This is an optimization exercise on Yosys and OpenROAD, whose aim is small area and a short achievable clock period, not a production implementation. At most, simulation tests tie the RTL to the original design; equivalence was not proved. Power and IR drop assume default switching activity.

==> inputs of trial 92 <==
==> flow/design.v <==
module ALU(Aq, Bq, imm, shift, asel, bsel, ALUop, Cq, loadc, Sq, loads, Cnext, Snext);
  input  [15:0] Aq, Bq, Cq;
  input  [4:0]  imm;
  input  [1:0]  shift, ALUop;
  input         asel, bsel, loadc, Sq, loads;
  output [15:0] Cnext;
  output        Snext;
  wire [15:0] sh  = (shift == 2'b00) ? Bq :
                    (shift == 2'b01) ? {Bq[14:0], 1'b0} :
                    (shift == 2'b10) ? {1'b0, Bq[15:1]} :
                                       {Bq[15], Bq[15:1]};
  wire [15:0] Bin = bsel ? {11'b0, imm} : sh;
  wire [15:0] Ain = asel ? 16'b0 : Aq;
  wire        cin = ALUop[0];
  wire [15:0] bx  = Bin ^ {16{ALUop[0]}};
  wire [15:0] g0  = Ain & bx;
  wire [15:0] t   = Ain | bx;
  wire [15:0] p   = Ain ^ bx;
  wire [15:0] g   = {g0[15:1], g0[0] | (t[0] & cin)};
  wire [15:0] x   = ALUop[0] ? bx : g0;
  wire [15:0] y0  = loadc ? (ALUop[1] ? x : p) : Cq;
  wire [15:0] y1  = loadc ? (ALUop[1] ? x : ~p) : Cq;
  wire [15:0] c;
  wire g1_1;
  wire g1_3;
  wire t1_3;
  wire g1_5;
  wire t1_5;
  wire g1_7;
  wire t1_7;
  wire g1_9;
  wire t1_9;
  wire g1_11;
  wire t1_11;
  wire g1_13;
  wire t1_13;
  wire g1_1_i;
  wire g2_2;
  wire g2_3;
  wire g1_5_i;
  wire t1_5_i;
  wire g2_6;
  wire t2_6;
  wire g2_7;
  wire t2_7;
  wire g1_9_i;
  wire t1_9_i;
  wire g2_10;
  wire t2_10;
  wire g2_11;
  wire t2_11;
  wire g1_13_i;
  wire t1_13_i;
  wire g2_14;
  wire t2_14;
  wire g3_4;
  wire g2_3_i;
  wire g3_5;
  wire g3_6;
  wire g3_7;
  wire g3_12;
  wire t3_12;
  wire g2_11_i;
  wire t2_11_i;
  wire g3_13;
  wire t3_13;
  wire g3_14;
  wire t3_14;
  wire g3_7_i;
  wire g4_8;
  wire g4_9;
  wire g4_10;
  wire g4_11;
  wire g4_12;
  wire g4_13;
  wire g4_14;
  g_aoi u1 (.gh(g[1]), .th(t[1]), .gl(g[0]), .go(g1_1));
  pg_aoi u2 (.gh(g[3]), .th(t[3]), .gl(g[2]), .tl(t[2]), .go(g1_3), .to(t1_3));
  pg_aoi u3 (.gh(g[5]), .th(t[5]), .gl(g[4]), .tl(t[4]), .go(g1_5), .to(t1_5));
  pg_aoi u4 (.gh(g[7]), .th(t[7]), .gl(g[6]), .tl(t[6]), .go(g1_7), .to(t1_7));
  pg_aoi u5 (.gh(g[9]), .th(t[9]), .gl(g[8]), .tl(t[8]), .go(g1_9), .to(t1_9));
  pg_aoi u6 (.gh(g[11]), .th(t[11]), .gl(g[10]), .tl(t[10]), .go(g1_11), .to(t1_11));
  pg_aoi u7 (.gh(g[13]), .th(t[13]), .gl(g[12]), .tl(t[12]), .go(g1_13), .to(t1_13));
  pfx_inv u8 (.a(g1_1), .y(g1_1_i));
  g_aoi u9 (.gh(g[2]), .th(t[2]), .gl(g1_1_i), .go(g2_2));
  g_oai u10 (.gh(g1_3), .th(t1_3), .gl(g1_1), .go(g2_3));
  pfx_inv u11 (.a(g1_5), .y(g1_5_i));
  pfx_inv u12 (.a(t1_5), .y(t1_5_i));
  pg_aoi u13 (.gh(g[6]), .th(t[6]), .gl(g1_5_i), .tl(t1_5_i), .go(g2_6), .to(t2_6));
  pg_oai u14 (.gh(g1_7), .th(t1_7), .gl(g1_5), .tl(t1_5), .go(g2_7), .to(t2_7));
  pfx_inv u15 (.a(g1_9), .y(g1_9_i));
  pfx_inv u16 (.a(t1_9), .y(t1_9_i));
  pg_aoi u17 (.gh(g[10]), .th(t[10]), .gl(g1_9_i), .tl(t1_9_i), .go(g2_10), .to(t2_10));
  pg_oai u18 (.gh(g1_11), .th(t1_11), .gl(g1_9), .tl(t1_9), .go(g2_11), .to(t2_11));
  pfx_inv u19 (.a(g1_13), .y(g1_13_i));
  pfx_inv u20 (.a(t1_13), .y(t1_13_i));
  pg_aoi u21 (.gh(g[14]), .th(t[14]), .gl(g1_13_i), .tl(t1_13_i), .go(g2_14), .to(t2_14));
  g_aoi u22 (.gh(g[4]), .th(t[4]), .gl(g2_3), .go(g3_4));
  pfx_inv u23 (.a(g2_3), .y(g2_3_i));
  g_oai u24 (.gh(g1_5), .th(t1_5), .gl(g2_3_i), .go(g3_5));
  g_oai u25 (.gh(g2_6), .th(t2_6), .gl(g2_3_i), .go(g3_6));
  g_aoi u26 (.gh(g2_7), .th(t2_7), .gl(g2_3), .go(g3_7));
  pg_aoi u27 (.gh(g[12]), .th(t[12]), .gl(g2_11), .tl(t2_11), .go(g3_12), .to(t3_12));
  pfx_inv u28 (.a(g2_11), .y(g2_11_i));
  pfx_inv u29 (.a(t2_11), .y(t2_11_i));
  pg_oai u30 (.gh(g1_13), .th(t1_13), .gl(g2_11_i), .tl(t2_11_i), .go(g3_13), .to(t3_13));
  pg_oai u31 (.gh(g2_14), .th(t2_14), .gl(g2_11_i), .tl(t2_11_i), .go(g3_14), .to(t3_14));
  pfx_inv u32 (.a(g3_7), .y(g3_7_i));
  g_aoi u33 (.gh(g[8]), .th(t[8]), .gl(g3_7_i), .go(g4_8));
  g_oai u34 (.gh(g1_9), .th(t1_9), .gl(g3_7), .go(g4_9));
  g_oai u35 (.gh(g2_10), .th(t2_10), .gl(g3_7), .go(g4_10));
  g_aoi u36 (.gh(g2_11), .th(t2_11), .gl(g3_7_i), .go(g4_11));
  g_oai u37 (.gh(g3_12), .th(t3_12), .gl(g3_7), .go(g4_12));
  g_aoi u38 (.gh(g3_13), .th(t3_13), .gl(g3_7_i), .go(g4_13));
  g_aoi u39 (.gh(g3_14), .th(t3_14), .gl(g3_7_i), .go(g4_14));
  assign c = {~g4_14, ~g4_13, g4_12, ~g4_11, g4_10, g4_9, ~g4_8, ~g3_7, g3_6, g3_5, ~g3_4, g2_3, ~g2_2, ~g1_1, g[0], cin};
  genvar i;
  generate
    for (i = 0; i < 16; i = i + 1) begin : sel
      csel u (.c(c[i]), .y0(y0[i]), .y1(y1[i]), .o(Cnext[i]));
    end
  endgenerate
  wire [15:0] zb = ALUop[1] ? ~x : (p ~^ {t[14:0], cin});
  assign Snext = loads ? &zb : Sq;
endmodule
module csel(c, y0, y1, o);
  input c, y0, y1;
  output o;
  assign o = c ? y1 : y0;
endmodule
module pg_aoi(gh, th, gl, tl, go, to);
  input gh, th, gl, tl;
  output go, to;
  assign go = ~(gh | (th & gl));
  assign to = ~(th & tl);
endmodule
module g_aoi(gh, th, gl, go);
  input gh, th, gl;
  output go;
  assign go = ~(gh | (th & gl));
endmodule
module pg_oai(gh, th, gl, tl, go, to);
  input gh, th, gl, tl;
  output go, to;
  assign go = ~(gh & (th | gl));
  assign to = ~(th | tl);
endmodule
module g_oai(gh, th, gl, go);
  input gh, th, gl;
  output go;
  assign go = ~(gh & (th | gl));
endmodule
module pfx_inv(a, y);
  input a;
  output y;
  assign y = ~a;
endmodule
module regfile(data_in, writenum, write, readnum, clk, data_out);
  input [15:0] data_in;
  input [2:0] writenum, readnum;
  input write, clk;
  output [15:0] data_out;
  reg  [15:0] R [7:0];
  wire [15:0] Rn [7:0];
  genvar k, b;
  generate
    for (k = 0; k < 8; k = k + 1) begin : r
      wire we = write & (writenum == k);
      for (b = 0; b < 16; b = b + 1) begin : bit_
        hold_ao h (.e(we), .en(~we), .d(data_in[b]), .q(R[k][b]), .o(Rn[k][b]));
      end
      always_ff @(posedge clk) R[k] <= Rn[k];
    end
  endgenerate
  assign data_out = R[readnum];
endmodule
module hold_ao(e, en, d, q, o);
  input e, en, d, q;
  output o;
  assign o = (e & d) | (en & q);
endmodule
module datapath (clk, writenum, readnum, write, datapath_in, vsel, loada, loadb, loadc, shift, asel, bsel, ALUop, loads, Z_out, datapath_out);
  input write, clk, loada, loadb, loadc, asel, bsel, loads, vsel;
  input [1:0] ALUop, shift;
  input [2:0] writenum, readnum;
  input [15:0] datapath_in;
  output reg Z_out;
  output reg [15:0] datapath_out;
  reg  [15:0] aloaded, in;
  wire [15:0] data_in, data_out, an, bn, cn;
  wire sn;
  assign data_in = vsel ? datapath_in : datapath_out;
  regfile REGFILE(data_in, writenum, write, readnum, clk, data_out);
  genvar b;
  generate
    for (b = 0; b < 16; b = b + 1) begin : ab
      hold_ao ha (.e(loada), .en(~loada), .d(data_out[b]), .q(aloaded[b]), .o(an[b]));
      hold_ao hb (.e(loadb), .en(~loadb), .d(data_out[b]), .q(in[b]), .o(bn[b]));
    end
  endgenerate
  always_ff @(posedge clk) aloaded <= an;
  always_ff @(posedge clk) in <= bn;
  ALU alu(aloaded, in, datapath_in[4:0], shift, asel, bsel, ALUop,
          datapath_out, loadc, Z_out, loads, cn, sn);
  always_ff @(posedge clk) Z_out <= sn;
  always_ff @(posedge clk) datapath_out <= cn;
endmodule
==> flow/run.sh <==
#!/bin/bash
# synth_recipe.tcl (not shown) runs the flow's synth.tcl, then flattens the netlist and writes it again
# the make line also repeats each setting of config.mk as NAME=value (left out here)
make -C /OpenROAD-flow-scripts/flow DESIGN_CONFIG=/design/flow/config.mk WORK_HOME=/design/flow/orfs CLKGATE_MAP_FILE= SYNTH_SCRIPT=/design/flow/synth_recipe.tcl finish
==> flow/config.mk <==
export PLATFORM = sky130hd
export DESIGN_NAME = datapath
export DESIGN_NICKNAME = datapath
export VERILOG_FILES = /design/flow/design.v
export SDC_FILE = /design/flow/constraint.sdc
export NUM_CORES = 4
export LEC_CHECK = 0
export CAP_MARGIN = 20
export CORE_MARGIN = 2
export CORE_UTILIZATION = 60
export SETUP_SLACK_MARGIN = 2.5
export SLEW_MARGIN = 20
export SYNTH_HIERARCHICAL = 1
export SYNTH_MINIMUM_KEEP_SIZE = 0
==> flow/constraint.sdc <==
create_clock -name core_clock -period 5.5 [get_ports {clk}]
set_input_delay 1.1000 -clock core_clock [delete_from_list [all_inputs] [get_ports {clk}]]
set_output_delay 1.1000 -clock core_clock [all_outputs]
set_load 0.01 [all_outputs]
==> inputs of build 22, as changes to trial 92 <==
==> flow/design.v, changed modules only <==
module ALU(Aq, Bq, imm, shift, asel, bsel, ALUop, out, Z);
  input  [15:0] Aq, Bq;
  input  [4:0]  imm;
  input  [1:0]  shift, ALUop;
  input         asel, bsel;
  output [15:0] out;
  output        Z;
  wire [15:0] sh  = (shift == 2'b00) ? Bq :
                    (shift == 2'b01) ? {Bq[14:0], 1'b0} :
                    (shift == 2'b10) ? {1'b0, Bq[15:1]} :
                                       {Bq[15], Bq[15:1]};
  wire [15:0] Bin = bsel ? {11'b0, imm} : sh;
  wire [15:0] Ain = asel ? 16'b0 : Aq;
  wire        cin = ALUop[0];
  wire [15:0] bx  = Bin ^ {16{ALUop[0]}};
  wire [15:0] g0  = Ain & bx;
  wire [15:0] t   = Ain | bx;
  wire [15:0] p   = Ain ^ bx;
  wire [15:0] g   = {g0[15:1], g0[0] | (t[0] & cin)};
  wire [15:0] x   = ALUop[0] ? bx : g0;
  wire [15:0] y0  = ALUop[1] ? x : p;
  wire [15:0] y1  = ALUop[1] ? x : ~p;
  wire [15:0] c;
  wire g1_1;
  wire g1_3;
  wire t1_3;
  wire g1_5;
  wire t1_5;
  wire g1_7;
  wire t1_7;
  wire g1_9;
  wire t1_9;
  wire g1_11;
  wire t1_11;
  wire g1_13;
  wire t1_13;
  wire g1_1_i;
  wire g2_2;
  wire g2_3;
  wire g1_5_i;
  wire t1_5_i;
  wire g2_6;
  wire t2_6;
  wire g2_7;
  wire t2_7;
  wire g1_9_i;
  wire t1_9_i;
  wire g2_10;
  wire t2_10;
  wire g2_11;
  wire t2_11;
  wire g1_13_i;
  wire t1_13_i;
  wire g2_14;
  wire t2_14;
  wire g3_4;
  wire g2_3_i;
  wire g3_5;
  wire g3_6;
  wire g3_7;
  wire g3_12;
  wire t3_12;
  wire g2_11_i;
  wire t2_11_i;
  wire g3_13;
  wire t3_13;
  wire g3_14;
  wire t3_14;
  wire g3_7_i;
  wire g4_8;
  wire g4_9;
  wire g4_10;
  wire g4_11;
  wire g4_12;
  wire g4_13;
  wire g4_14;
  g_aoi u1 (.gh(g[1]), .th(t[1]), .gl(g[0]), .go(g1_1));
  pg_aoi u2 (.gh(g[3]), .th(t[3]), .gl(g[2]), .tl(t[2]), .go(g1_3), .to(t1_3));
  pg_aoi u3 (.gh(g[5]), .th(t[5]), .gl(g[4]), .tl(t[4]), .go(g1_5), .to(t1_5));
  pg_aoi u4 (.gh(g[7]), .th(t[7]), .gl(g[6]), .tl(t[6]), .go(g1_7), .to(t1_7));
  pg_aoi u5 (.gh(g[9]), .th(t[9]), .gl(g[8]), .tl(t[8]), .go(g1_9), .to(t1_9));
  pg_aoi u6 (.gh(g[11]), .th(t[11]), .gl(g[10]), .tl(t[10]), .go(g1_11), .to(t1_11));
  pg_aoi u7 (.gh(g[13]), .th(t[13]), .gl(g[12]), .tl(t[12]), .go(g1_13), .to(t1_13));
  pfx_inv u8 (.a(g1_1), .y(g1_1_i));
  g_aoi u9 (.gh(g[2]), .th(t[2]), .gl(g1_1_i), .go(g2_2));
  g_oai u10 (.gh(g1_3), .th(t1_3), .gl(g1_1), .go(g2_3));
  pfx_inv u11 (.a(g1_5), .y(g1_5_i));
  pfx_inv u12 (.a(t1_5), .y(t1_5_i));
  pg_aoi u13 (.gh(g[6]), .th(t[6]), .gl(g1_5_i), .tl(t1_5_i), .go(g2_6), .to(t2_6));
  pg_oai u14 (.gh(g1_7), .th(t1_7), .gl(g1_5), .tl(t1_5), .go(g2_7), .to(t2_7));
  pfx_inv u15 (.a(g1_9), .y(g1_9_i));
  pfx_inv u16 (.a(t1_9), .y(t1_9_i));
  pg_aoi u17 (.gh(g[10]), .th(t[10]), .gl(g1_9_i), .tl(t1_9_i), .go(g2_10), .to(t2_10));
  pg_oai u18 (.gh(g1_11), .th(t1_11), .gl(g1_9), .tl(t1_9), .go(g2_11), .to(t2_11));
  pfx_inv u19 (.a(g1_13), .y(g1_13_i));
  pfx_inv u20 (.a(t1_13), .y(t1_13_i));
  pg_aoi u21 (.gh(g[14]), .th(t[14]), .gl(g1_13_i), .tl(t1_13_i), .go(g2_14), .to(t2_14));
  g_aoi u22 (.gh(g[4]), .th(t[4]), .gl(g2_3), .go(g3_4));
  pfx_inv u23 (.a(g2_3), .y(g2_3_i));
  g_oai u24 (.gh(g1_5), .th(t1_5), .gl(g2_3_i), .go(g3_5));
  g_oai u25 (.gh(g2_6), .th(t2_6), .gl(g2_3_i), .go(g3_6));
  g_aoi u26 (.gh(g2_7), .th(t2_7), .gl(g2_3), .go(g3_7));
  pg_aoi u27 (.gh(g[12]), .th(t[12]), .gl(g2_11), .tl(t2_11), .go(g3_12), .to(t3_12));
  pfx_inv u28 (.a(g2_11), .y(g2_11_i));
  pfx_inv u29 (.a(t2_11), .y(t2_11_i));
  pg_oai u30 (.gh(g1_13), .th(t1_13), .gl(g2_11_i), .tl(t2_11_i), .go(g3_13), .to(t3_13));
  pg_oai u31 (.gh(g2_14), .th(t2_14), .gl(g2_11_i), .tl(t2_11_i), .go(g3_14), .to(t3_14));
  pfx_inv u32 (.a(g3_7), .y(g3_7_i));
  g_aoi u33 (.gh(g[8]), .th(t[8]), .gl(g3_7_i), .go(g4_8));
  g_oai u34 (.gh(g1_9), .th(t1_9), .gl(g3_7), .go(g4_9));
  g_oai u35 (.gh(g2_10), .th(t2_10), .gl(g3_7), .go(g4_10));
  g_aoi u36 (.gh(g2_11), .th(t2_11), .gl(g3_7_i), .go(g4_11));
  g_oai u37 (.gh(g3_12), .th(t3_12), .gl(g3_7), .go(g4_12));
  g_aoi u38 (.gh(g3_13), .th(t3_13), .gl(g3_7_i), .go(g4_13));
  g_aoi u39 (.gh(g3_14), .th(t3_14), .gl(g3_7_i), .go(g4_14));
  assign c = {~g4_14, ~g4_13, g4_12, ~g4_11, g4_10, g4_9, ~g4_8, ~g3_7, g3_6, g3_5, ~g3_4, g2_3, ~g2_2, ~g1_1, g[0], cin};
  assign out = (c & y1) | (~c & y0);
  wire [15:0] zb = ALUop[1] ? ~x : (p ~^ {t[14:0], cin});
  assign Z = &zb;
endmodule
module regfile(data_in, writenum, write, readnum, clk, data_out);
  input [15:0] data_in;
  input [2:0] writenum, readnum;
  input write, clk;
  output [15:0] data_out;
  reg [15:0] R [7:0];
  always_ff @(posedge clk)
    if (write)
      R[writenum] <= data_in;
  assign data_out = R[readnum];
endmodule
module datapath (clk, writenum, readnum, write, datapath_in, vsel, loada, loadb, loadc, shift, asel, bsel, ALUop, loads, Z_out, datapath_out);
  input write, clk, loada, loadb, loadc, asel, bsel, loads, vsel;
  input [1:0] ALUop, shift;
  input [2:0] writenum, readnum;
  input [15:0] datapath_in;
  output reg Z_out;
  output reg [15:0] datapath_out;
  reg  [15:0] aloaded, in;
  wire [15:0] data_in, data_out, out;
  wire Z;
  assign data_in = vsel ? datapath_in : datapath_out;
  regfile REGFILE(data_in, writenum, write, readnum, clk, data_out);
  always_ff @(posedge clk) if (loada) aloaded <= data_out;
  always_ff @(posedge clk) if (loadb) in <= data_out;
  ALU alu(aloaded, in, datapath_in[4:0], shift, asel, bsel, ALUop, out, Z);
  always_ff @(posedge clk) if (loads) Z_out <= Z;
  always_ff @(posedge clk) if (loadc) datapath_out <= out;
endmodule
// module csel removed
// module hold_ao removed
==> qor.txt <==
Status -> finished clean
Commonest cells after routing, fill and taps aside -> sky130_fd_sc_hd__dfxtp_1, sky130_fd_sc_hd__a22o_1, sky130_fd_sc_hd__nor2_1
Combinational group power -> 0.00137 W
HPWL after detailed placement -> 17.9 mm
Overall power -> 0.00445 W
Worst setup slack before clock tree synthesis -> 0.974 ns
Final non-filler cell area -> 11000 µm²
Fillcell total -> 1053
Met2 Use GR -> 0.548
Multi-input logic portion of the cell area -> 0.506
Source of the figures above: trial 92

==> qor.txt <==
Multi-input logic portion of the cell area -> 0.338
Largest register by flop count -> REGFILE.R
Status -> finished clean
Commonest cells after routing, fill and taps aside -> sky130_fd_sc_hd__edfxtp_1, sky130_fd_sc_hd__clkdlybuf4s50_1, sky130_fd_sc_hd__buf_4
Fraction of met1 tracks used by global routing -> 0.345
HPWL after detailed placement -> 12.8 mm
Ratio of total power to cell area -> 319 nW/µm²
Met2 Use GR -> 0.438
Worst setup slack before clock tree synthesis -> 0.823 ns
Overall power -> 0.00346 W
Combinational group power -> 0.000667 W
Final non-filler cell area -> 10800 µm²
Source of the figures above: build 22

The RTL of trial 92 was laid out without a check of its function.

port drivers added, routing unchanged:
How much do the figures lean on ideal ports? The routed layouts below were timed once more, with nothing changed but the port constraints.
Step 1 (the two cells are an assumption about what drives the block):
set clk [get_ports {clk}]
set_driving_cell -lib_cell sky130_fd_sc_hd__clkbuf_16 $clk
set_driving_cell -lib_cell sky130_fd_sc_hd__buf_2 [delete_from_list [all_inputs] $clk]
Step 2 also shifts input and output timing later by t, the mid clock arrival at the registers, as if the neighbouring blocks saw the same clock.
Three values: no drivers, after step 1, after step 2; two values: the first two.
run | t (ns) | slack for setup (ns) | hold slack, ns | worst setup path at the end | slew at the worst register clock pin (ns)
trial 92 | 0.476 | 2.371 / 2.393 / 1.916 | 0.470 / 0.470 / 0.470 | input to register | 0.07 / 0.07
build 22 | 0.471 | 2.335 / 2.318 / 1.847 | 0.723 / 0.723 / 0.723 | input to register | 0.08 / 0.08
After both steps every run listed still meets setup and hold. The setup slack of build 22, which loses most, moves by -0.017 ns with the drivers and by -0.488 ns with both steps.
